This design comes from an exercise in tuning for small area, a short achievable clock period and few clock cycles on the open sky130 flow, not from production work.
Only simulation tests tie the RTL to the original design; equivalence was not proved.
Power and IR drop assume default switching activity.

// MyDesign
module MyDesign (clock, reset, go, rdAddress, wrAddress, WE, readbus, writebus, overflow, finished);
input         clock, reset, go;
input  [31:0] readbus;
output [6:0]  rdAddress, wrAddress;
output        WE, overflow, finished;
output [31:0] writebus;
reg  [7:0] t;
reg         run, finished, overflow, WE;
reg  [6:0]  rdAddress, wrAddress;
reg  [31:0] writebus;
wire [7:0] tn = go ? 8'd1 : run ? t + 8'd1 : 8'd0;
reg  [8:0] c_sel_M1_a;
wire [8:0] n_sel_M1_a;
reg  [7:0] c_sel_M1_b;
wire [7:0] n_sel_M1_b;
reg  [8:0] c_sel_M2_a;
wire [8:0] n_sel_M2_a;
reg  [10:0] c_sel_M2_b;
wire [10:0] n_sel_M2_b;
reg  [0:0] c_sel_S_a;
wire [0:0] n_sel_S_a;
reg  [0:0] c_sel_S_b;
wire [0:0] n_sel_S_b;
reg  [3:0] c_sel_D_a;
wire [3:0] n_sel_D_a;
reg  [0:0] c_sel_D_b;
wire [0:0] n_sel_D_b;
reg  [0:0] c_dgo;
wire [0:0] n_dgo;
wire [6:0] n_rd;
wire [8:0] r_sel_M1_a;
assign r_sel_M1_a[0] = (t == 8'd36);
assign r_sel_M1_a[1] = (t == 8'd49) | (t == 8'd50) | (t == 8'd58) | (t == 8'd59) | (t == 8'd69) | (t == 8'd70) | (t == 8'd82) | (t == 8'd83) | (t == 8'd97) | (t == 8'd98) | (t == 8'd117) | (t == 8'd122) | (t == 8'd123) | (t == 8'd141) | (t == 8'd142) | (t == 8'd146) | (t == 8'd147);
  ...
Size: ~14,000 cells after synthesis, ~84 I/O pins, ~110,000 µm² of cells after synthesis.
==> module fmul2, before the edit <==
module fmul2 (clock, a, b, en2, z, zn);
input         clock;
input  [31:0] a, b;
input         en2;
output reg [31:0] z;
output     [31:0] zn;       
wire [7:0]  ea = a[30:23], eb = b[30:23];
wire        za = (ea == 8'd0), zb = (eb == 8'd0);
wire        ia = (ea == 8'hff), ib = (eb == 8'hff);
wire        na = ia & (a[22:0] != 23'd0), nb = ib & (b[22:0] != 23'd0);
wire [1:0]  cls = (na | nb | (ia & zb) | (ib & za)) ? 2'd3 :
                  (ia | ib) ? 2'd2 : (za | zb) ? 2'd1 : 2'd0;
wire [47:0] ps, pc;
mant_mul mm (.a({1'b1, a[22:0]}), .b({1'b1, b[22:0]}), .s(ps), .c(pc));
reg [47:0] s1, c1;
wire [9:0]  ek0 = {2'b0, ea} + {2'b0, eb} - 10'd127;
wire [9:0]  ek1 = {2'b0, ea} + {2'b0, eb} - 10'd126;
wire [9:0]  ek2 = {2'b0, ea} + {2'b0, eb} - 10'd125;
wire [2:0]  zk = {ek2[9] | (~ek2[8] & (ek2[7:0] == 8'd0)), ek1[9] | (~ek1[8] & (ek1[7:0] == 8'd0)), ek0[9] | (~ek0[8] & (ek0[7:0] == 8'd0))};
wire [2:0]  ik = {~ek2[9] & (ek2[8] | (ek2[7:0] == 8'hff)), ~ek1[9] & (ek1[8] | (ek1[7:0] == 8'hff)), ~ek0[9] & (ek0[8] | (ek0[7:0] == 8'hff))};
reg [7:0]  x0, x1, x2;
reg [2:0]  zk1, ik1;
reg        sz1;
reg [1:0]  cl1;
always @(posedge clock) begin
	s1 <= ps; c1 <= pc;
	x0 <= ek0[7:0]; x1 <= ek1[7:0]; x2 <= ek2[7:0]; zk1 <= zk; ik1 <= ik;
	sz1 <= a[31] ^ b[31];
	cl1 <= cls;
end
wire [21:0] lsum;
wire        co1;
ksadd #(.N(22)) lo (.a(s1[21:0]), .b(c1[21:0]), .ci(1'b0), .s(lsum), .co(co1));
wire [21:0] zx = (s1[21:0] ^ c1[21:0]) ^ {(s1[20:0] | c1[20:0]), 1'b0};
wire        lz1 = (zx == 22'd0);
wire [25:0] p0, p1;
ksadd2 #(.N(26)) hi (.a(s1[47:22]), .b(c1[47:22]), .s0(p0), .s1(p1));
wire [25:0] p = co1 ? p1 : p0;
wire        n1 = p[25];
wire        up1 = p[0] & (~lz1 | p[1]);                
wire        up2 = p[1] & (p[0] | ~lz1 | p[2]);         
wire [23:0] i2, i1;
wire        c2, c1i;
ksinc #(.N(24)) inc2 (.a(p[25:2]), .ci(1'b1), .s(i2), .co(c2));
ksinc #(.N(24)) inc1 (.a(p[24:1]), .ci(1'b1), .s(i1), .co(c1i));
wire [23:0] r1m = up1 ? i1 : p[24:1];
wire [23:0] r2m = up2 ? i2 : p[25:2];
wire        mc1 = up1 & c1i, mc2 = up2 & c2;
wire [23:0] mi = n1 ? r2m : r1m;
wire        mco = n1 ? mc2 : mc1;
wire [22:0] mf = mco ? 23'd0 : mi[22:0];
wire        k2 = n1 & mco, k0 = ~n1 & ~mco, k1 = ~k2 & ~k0;
wire        ez = (k0 & zk1[0]) | (k1 & zk1[1]) | (k2 & zk1[2]);
wire        ei = (k0 & ik1[0]) | (k1 & ik1[1]) | (k2 & ik1[2]);
wire [7:0]  ex = ({8{k0}} & x0) | ({8{k1}} & x1) | ({8{k2}} & x2);
reg  [31:0] zr;
always @(*) begin
	if (cl1 == 2'd3)                       zr = 32'h7fc00000;
	else if (cl1 == 2'd2)                  zr = {sz1, 8'hff, 23'd0};
	else if (cl1 == 2'd1)                  zr = {sz1, 31'd0};
	else if (ez)                           zr = {sz1, 31'd0};
	else if (ei)                           zr = {sz1, 8'hff, 23'd0};
	else                                   zr = {sz1, ex, mf};
end
assign zn = zr;
always @(posedge clock) if (en2) z <= zr;
endmodule
clock: 30.0 ns
lec_check: 0
abc_area: 1
cap_margin: 30
core_margin: 2
core_utilization: 35
place_density: 0.45
slew_margin: 30
run.sh (not shown) runs the stock make flow with config.mk's settings and CLKGATE_MAP_FILE= SYNTH_SCRIPT=/design/flow/synth_recipe.tcl, a recipe that flattens the netlist after the stock synthesis.
The baseline produced a clean layout.
Testbench counts at the start, summed over its fixed seeds: cycles 9,864.
Next try:
--- a/flow/design.v
+++ b/flow/design.v
@@ -33,21 +33,17 @@
 ksadd #(.N(22)) lo (.a(s1[21:0]), .b(c1[21:0]), .ci(1'b0), .s(lsum), .co(co1));
 wire [21:0] zx = (s1[21:0] ^ c1[21:0]) ^ {(s1[20:0] | c1[20:0]), 1'b0};
 wire        lz1 = (zx == 22'd0);
-wire [25:0] p0, p1;
-ksadd2 #(.N(26)) hi (.a(s1[47:22]), .b(c1[47:22]), .s0(p0), .s1(p1));
-wire [25:0] p = co1 ? p1 : p0;
+wire [25:0] p;
+wire        pco;
+ksadd #(.N(26)) hi (.a(s1[47:22]), .b(c1[47:22]), .ci(co1), .s(p), .co(pco));
 wire        n1 = p[25];
-wire        up1 = p[0] & (~lz1 | p[1]);                
-wire        up2 = p[1] & (p[0] | ~lz1 | p[2]);         
-wire [23:0] i2, i1;
-wire        c2, c1i;
-ksinc #(.N(24)) inc2 (.a(p[25:2]), .ci(1'b1), .s(i2), .co(c2));
-ksinc #(.N(24)) inc1 (.a(p[24:1]), .ci(1'b1), .s(i1), .co(c1i));
-wire [23:0] r1m = up1 ? i1 : p[24:1];
-wire [23:0] r2m = up2 ? i2 : p[25:2];
-wire        mc1 = up1 & c1i, mc2 = up2 & c2;
-wire [23:0] mi = n1 ? r2m : r1m;
-wire        mco = n1 ? mc2 : mc1;
+wire [23:0] m0 = n1 ? p[25:2] : p[24:1];
+wire        g  = n1 ? p[1] : p[0];
+wire        st = n1 ? (p[0] | ~lz1) : ~lz1;
+wire        up = g & (st | m0[0]);
+wire [23:0] mi;
+wire        mco;
+ksinc #(.N(24)) inc (.a(m0), .ci(up), .s(mi), .co(mco));
 wire [22:0] mf = mco ? 23'd0 : mi[22:0];
 wire        k2 = n1 & mco, k0 = ~n1 & ~mco, k1 = ~k2 & ~k0;
 wire        ez = (k0 & zk1[0]) | (k1 & zk1[1]) | (k2 & zk1[2]);
After rerunning:
- The changed run produced a clean layout
- worst setup slack gets worse by 0.34 ns
- first-iteration DRC count is higher by 5.4%
- design area is lower by 3.2%
- synthesized cell count is lower by 5.8%
- global-route usage is lower by 0.13 points
- power is lower by 1.7%
- via count is lower by 4.8%
- critical path depth is lower by 4
- wire length is lower by 4.7%
- hold slack barely changes
- sequential power barely changes
- area after synthesis is lower by 3.4%
Testbench counts after the change, summed over its fixed seeds: cycles 9,864.

## what the ideal ports hide
How much do the figures lean on ideal ports? The routed layouts below were timed once more, with nothing changed but the port constraints.
Step 1 assumes that a clkbuf_16 drives the clock port and a buf_2 every other input.
Step 2, shift: input delay + t, output delay - t, t = (earliest + latest rising clock arrival at the registers) / 2. This alone moves slack from input paths to output paths.
Slacks: ideal / step 1 / step 2; pairs: ideal / step 1.
run	t (ns)	setup slack, ns	worst data-port slew with drivers (ns)
the first run	0.963	21.942 / 21.942 / 21.717	0.13
the second run	0.968	21.605 / 21.605 / 21.605	0.06
After both steps every run listed still meets setup and hold. For the first run, which loses most, drivers alone change the setup slack by 0.000 ns; drivers and shift together by -0.225 ns.
